From an optimization exercise on the open Yosys and OpenROAD flow, aimed at a short achievable clock period and few clock cycles per item; shortcuts taken in it are not production practice.
Function was checked by simulation only, so behaviour that the tests miss may differ from the original.
No activity file was given, so power comes from the tool's default toggle rates.

oak:
==> flow/design.v <==
`timescale 1ns/10ps
module  SOBEL(clk,reset,busy,ready,iaddr,idata,cdata_rd,cdata_wr,caddr_rd,caddr_wr,cwr,crd,csel	);
	input clk,reset;
	input ready;
	input [7:0] idata;
	input [7:0] cdata_rd;
	output reg busy;
	output reg [16:0] iaddr;
	output reg [7:0] cdata_wr;
	output [15:0] caddr_rd;
	output reg [15:0] caddr_wr;
	output reg cwr;
	output crd;
	output reg [1:0] csel;
	assign caddr_rd = 16'd0;
	assign crd = 1'b0;
	reg st_idle, st_pre, st_run;
	reg wact;                  
	reg [2:0] pk;              
	reg [5:0] ph;              
	reg [7:0] ry;              
	reg [7:0] rs;              
	reg [16:0] cb, cb2, nb;    
	reg [7:0] pb;              
	reg [9:0] pa;              
	reg d_pre;                 
	reg [2:0] d_pk;
	reg pl_d;                  
	reg [1:0] plk_d;
	reg [7:0] wr_r;
	reg [6:0] wr_s;
	reg [7:0] ireg;
	reg [7:0] r0, r1, r2;
	reg [7:0] p0, p1, p2, p3, p4, p5, p6, p7;
	reg [7:0] w00, w01, w02, w03, w10, w11, w12, w13, w20, w21, w22, w23;
	wire pl_now = (ry[7:2] == 6'b111111);    
	always @(posedge clk) begin
		if (reset) begin
			st_idle <= 1'b1;
			st_pre <= 1'b0;
			st_run <= 1'b0;
			busy <= 1'b0;
			wact <= 1'b0;
			cwr <= 1'b0;
			csel <= 2'b00;
		end
		else begin
			if (st_idle && ready) begin
				st_idle <= 1'b0;
				st_pre <= 1'b1;
				busy <= 1'b1;
			end
			if (st_pre && pk == 3'd7) begin
				st_pre <= 1'b0;
				st_run <= 1'b1;
			end
			if (st_run && ph[0] && ry == 8'd1 && rs == 8'd0)
				wact <= 1'b1;
			if (wact && ph[0] && wr_r == 8'd255 && wr_s == 7'd127)
				wact <= 1'b0;
			cwr <= wact;
			if (cwr && !wact) begin
				busy <= 1'b0;
				st_run <= 1'b0;
			end
			if (wact)
				csel <= (ph[1] | ph[4]) ? 2'd1 : (ph[2] | ph[5]) ? 2'd2 : 2'd3;
			else
				csel <= 2'd0;
		end
	end
	always @(posedge clk) begin
		d_pre <= st_pre;
		d_pk <= pk;
		if (!st_run) begin
			ph <= 6'b000001;
			ry <= 8'd0;
			rs <= 8'd0;
			pl_d <= 1'b0;
			pb <= 8'd0;
			cb <= 17'd516;
			if (!st_pre) begin
				pk <= 3'd0;
				iaddr <= 17'd0;
			end
			else begin
				pk <= pk + 3'd1;
				case (pk)
					3'd0: iaddr <= 17'd1;
					3'd1: iaddr <= 17'd2;
					3'd2: iaddr <= 17'd3;
					3'd3: iaddr <= 17'd258;
					3'd4: iaddr <= 17'd259;
					3'd5: iaddr <= 17'd260;
					3'd6: iaddr <= 17'd261;
					default: iaddr <= 17'd516;
				endcase
			end
		end
		else begin
			ph <= {ph[4:0], ph[5]};
			if (ph[5]) begin
				cb <= nb;
				if (ry == 8'd255) begin
					rs <= rs + 8'd1;
					pb <= pb + 8'd2;
				end
				ry <= ry + 8'd1;
			end
			case (1'b1)
				ph[0]: iaddr <= cb | 17'd1;
				ph[1]: iaddr <= cb2;
				ph[2]: iaddr <= cb2 | 17'd1;
				ph[3]: iaddr <= {7'd0, pa};
				ph[4]: iaddr <= {7'd0, pa} | 17'd1;
				default: iaddr <= nb;
			endcase
			pl_d <= ph[5] & pl_now;
			plk_d <= ry[1:0];
		end
		cb2 <= cb + 17'd2;
		nb <= (ry == 8'd255) ? {9'd0, pb} + 17'd518 : cb + 17'd258;
		pa <= {1'b0, ry[1], 8'd0} + {8'd0, ry[1], 1'b0} + {2'd0, pb} + {8'd0, ry[0], 1'b0} + 10'd2;
	end
	always @(posedge clk) begin
		ireg <= idata;
		if (ph[1] && st_run) r0 <= ireg;
		if (ph[2]) r1 <= ireg;
		if (ph[3]) r2 <= ireg;
		if (ph[4] && st_run) begin
			w20 <= r0; w21 <= r1; w22 <= r2; w23 <= ireg;
			if (ry == 8'd0) begin
				w00 <= p0; w01 <= p1; w02 <= p2; w03 <= p3;
				w10 <= p4; w11 <= p5; w12 <= p6; w13 <= p7;
			end
			else begin
				w00 <= w10; w01 <= w11; w02 <= w12; w03 <= w13;
				w10 <= w20; w11 <= w21; w12 <= w22; w13 <= w23;
			end
		end
		if (d_pre) begin
			case (d_pk)
				3'd0: p0 <= ireg;
				3'd1: p1 <= ireg;
				3'd2: p2 <= ireg;
				3'd3: p3 <= ireg;
				3'd4: p4 <= ireg;
				3'd5: p5 <= ireg;
				3'd6: p6 <= ireg;
				default: p7 <= ireg;
			endcase
		end
		if (ph[5] && st_run && pl_now) begin
			case (ry[1:0])
				2'd0: p0 <= ireg;
				2'd1: p2 <= ireg;
				2'd2: p4 <= ireg;
				default: p6 <= ireg;
			endcase
		end
		if (pl_d) begin
			case (plk_d)
				2'd0: p1 <= ireg;
				2'd1: p3 <= ireg;
				2'd2: p5 <= ireg;
				default: p7 <= ireg;
			endcase
		end
	end
	reg [9:0] sa0, sa1, sa2, sa3, t00, t01, t20, t21;
	reg [7:0] x0, y0, x1, y1;
	reg [7:0] c0, c1;
	function [7:0] clamp(input [10:0] v);    
		if (v[10]) clamp = 8'd0;
		else if (v[9] | v[8]) clamp = 8'd255;
		else clamp = v[7:0];
	endfunction
	wire [10:0] gx0 = {1'b0, sa0} - {1'b0, sa2};
	wire [10:0] gx1 = {1'b0, sa1} - {1'b0, sa3};
	wire [10:0] gy0 = {1'b0, t00} - {1'b0, t20};
	wire [10:0] gy1 = {1'b0, t01} - {1'b0, t21};
	wire [8:0] cs0 = {1'b0, x0} + {1'b0, y0} + 9'd1;
	wire [8:0] cs1 = {1'b0, x1} + {1'b0, y1} + 9'd1;
	always @(posedge clk) begin
		sa0 <= {2'd0, w00} + {1'b0, w10, 1'b0} + {2'd0, w20};
		sa1 <= {2'd0, w01} + {1'b0, w11, 1'b0} + {2'd0, w21};
		sa2 <= {2'd0, w02} + {1'b0, w12, 1'b0} + {2'd0, w22};
		sa3 <= {2'd0, w03} + {1'b0, w13, 1'b0} + {2'd0, w23};
		t00 <= {2'd0, w00} + {1'b0, w01, 1'b0} + {2'd0, w02};
		t01 <= {2'd0, w01} + {1'b0, w02, 1'b0} + {2'd0, w03};
		t20 <= {2'd0, w20} + {1'b0, w21, 1'b0} + {2'd0, w22};
		t21 <= {2'd0, w21} + {1'b0, w22, 1'b0} + {2'd0, w23};
		x0 <= clamp(gx0);
		x1 <= clamp(gx1);
		y0 <= clamp(gy0);
		y1 <= clamp(gy1);
		c0 <= cs0[8:1];
		c1 <= cs1[8:1];
	end
	always @(posedge clk) begin
		if (!wact) begin
			wr_r <= 8'd0;
			wr_s <= 7'd0;
		end
		else begin
			case (1'b1)
				ph[1]: cdata_wr <= x0;
				ph[2]: cdata_wr <= y0;
				ph[3]: cdata_wr <= c0;
				ph[4]: cdata_wr <= x1;
				ph[5]: cdata_wr <= y1;
				default: cdata_wr <= c1;
			endcase
			if (ph[1]) caddr_wr <= {wr_r, wr_s, 1'b0};
			if (ph[4]) caddr_wr[0] <= 1'b1;
			if (ph[0]) {wr_s, wr_r} <= {wr_s, wr_r} + 15'd1;
		end
	end
endmodule
make LEC_CHECK=0 CAP_MARGIN=20 CORE_MARGIN=2 CORE_UTILIZATION=40 SLEW_MARGIN=20 finish   # period 9.6 ns
run.sh (not shown) runs the stock make flow with config.mk's settings and CLKGATE_MAP_FILE= SYNTH_SCRIPT=/design/flow/synth_recipe.tcl, a recipe that flattens the netlist after the stock synthesis.
Testbench counts of oak, summed over its fixed seeds: cycles 786,504, pixels 262,144.
Edits applied to the flow inputs when going from oak to pine:
--- a/flow/design.v
+++ b/flow/design.v
@@ -44,12 +44,12 @@
 			cwr <= 1'b0;
 			csel <= 2'b00;
 		end
 		else begin
+			busy <= (st_idle & ready) | st_pre | (st_run & ~(cwr & ~wact));
 			if (st_idle && ready) begin
 				st_idle <= 1'b0;
 				st_pre <= 1'b1;
-				busy <= 1'b1;
 			end
 			if (st_pre && pk == 3'd7) begin
 				st_pre <= 1'b0;
 				st_run <= 1'b1;
@@ -58,12 +58,10 @@
 				wact <= 1'b1;
 			if (wact && ph[0] && wr_r == 8'd255 && wr_s == 7'd127)
 				wact <= 1'b0;
 			cwr <= wact;
-			if (cwr && !wact) begin
-				busy <= 1'b0;
+			if (cwr && !wact)
 				st_run <= 1'b0;
-			end
 			if (wact)
 				csel <= (ph[1] | ph[4]) ? 2'd1 : (ph[2] | ph[5]) ? 2'd2 : 2'd3;
 			else
 				csel <= 2'd0;
@@ -201,19 +199,17 @@
 		if (!wact) begin
 			wr_r <= 8'd0;
 			wr_s <= 7'd0;
 		end
-		else begin
-			case (1'b1)
-				ph[1]: cdata_wr <= x0;
-				ph[2]: cdata_wr <= y0;
-				ph[3]: cdata_wr <= c0;
-				ph[4]: cdata_wr <= x1;
-				ph[5]: cdata_wr <= y1;
-				default: cdata_wr <= c1;
-			endcase
-			if (ph[1]) caddr_wr <= {wr_r, wr_s, 1'b0};
-			if (ph[4]) caddr_wr[0] <= 1'b1;
-			if (ph[0]) {wr_s, wr_r} <= {wr_s, wr_r} + 15'd1;
-		end
+		else if (ph[0])
+			{wr_s, wr_r} <= {wr_s, wr_r} + 15'd1;
+		case (1'b1)
+			ph[1]: cdata_wr <= x0;
+			ph[2]: cdata_wr <= y0;
+			ph[3]: cdata_wr <= c0;
+			ph[4]: cdata_wr <= x1;
+			ph[5]: cdata_wr <= y1;
+			default: cdata_wr <= c1;
+		endcase
+		caddr_wr <= {wr_r, wr_s, ph[4] | ph[5] | ph[0]};
 	end
 endmodule
==> results.txt <==
Taking oak as the reference, in pine share of final-layout standard cells stronger than drive strength 1 moved up, full die area stayed essentially flat, worst-case vdd ir drop higher, post-route met1 wirelength lost about 2.5%. Compared with oak, non-clock buffer count in pine decreased slightly. Between pine and oak, it is pine whose setup slack is higher, by 0.021 ns. Taking oak as the reference, in pine count of clock-buffer cells in the layout now larger, global-route usage comparable. Comparing highest attainable clock frequency for pine and oak, the bigger number came from pine. Status: total of buffers placed on input and output ports parity (pine, oak). oak → pine: total power dropped 0.74%; clock power share shows a reduction of 0.4 points; synthesized area did not really move. Sort pine and oak by synthesized cell count asc -> top: pine.
Testbench counts of pine, summed over its fixed seeds: cycles 786,504, pixels 262,144.

==> separate check: timing with driven ports <==
No port has a modelled driver above. Below, the same layouts with a new extraction and two added sets of constraints. Step 1, drivers: a clkbuf_16 drives clk and a buf_2 each remaining input, both assumed. Step 2 times the ports against the registers' clock, not the clock port: input delays grow and output delays shrink by t, the midpoint of the rising clock arrivals with the driver on. a / b / c = ideal / step 1 / step 2; a / b = the first two.
run	t (ns)	setup slack, ns	hold WS [ns]
oak	0.643	6.209 / 6.151 / 6.088	0.362 / 0.362 / 0.362
pine	0.643	6.231 / 6.175 / 5.807	0.377 / 0.377 / 0.377
After both steps every run listed still meets setup and hold. For pine, which loses most, drivers alone change the setup slack by -0.056 ns; drivers and shift together by -0.424 ns.
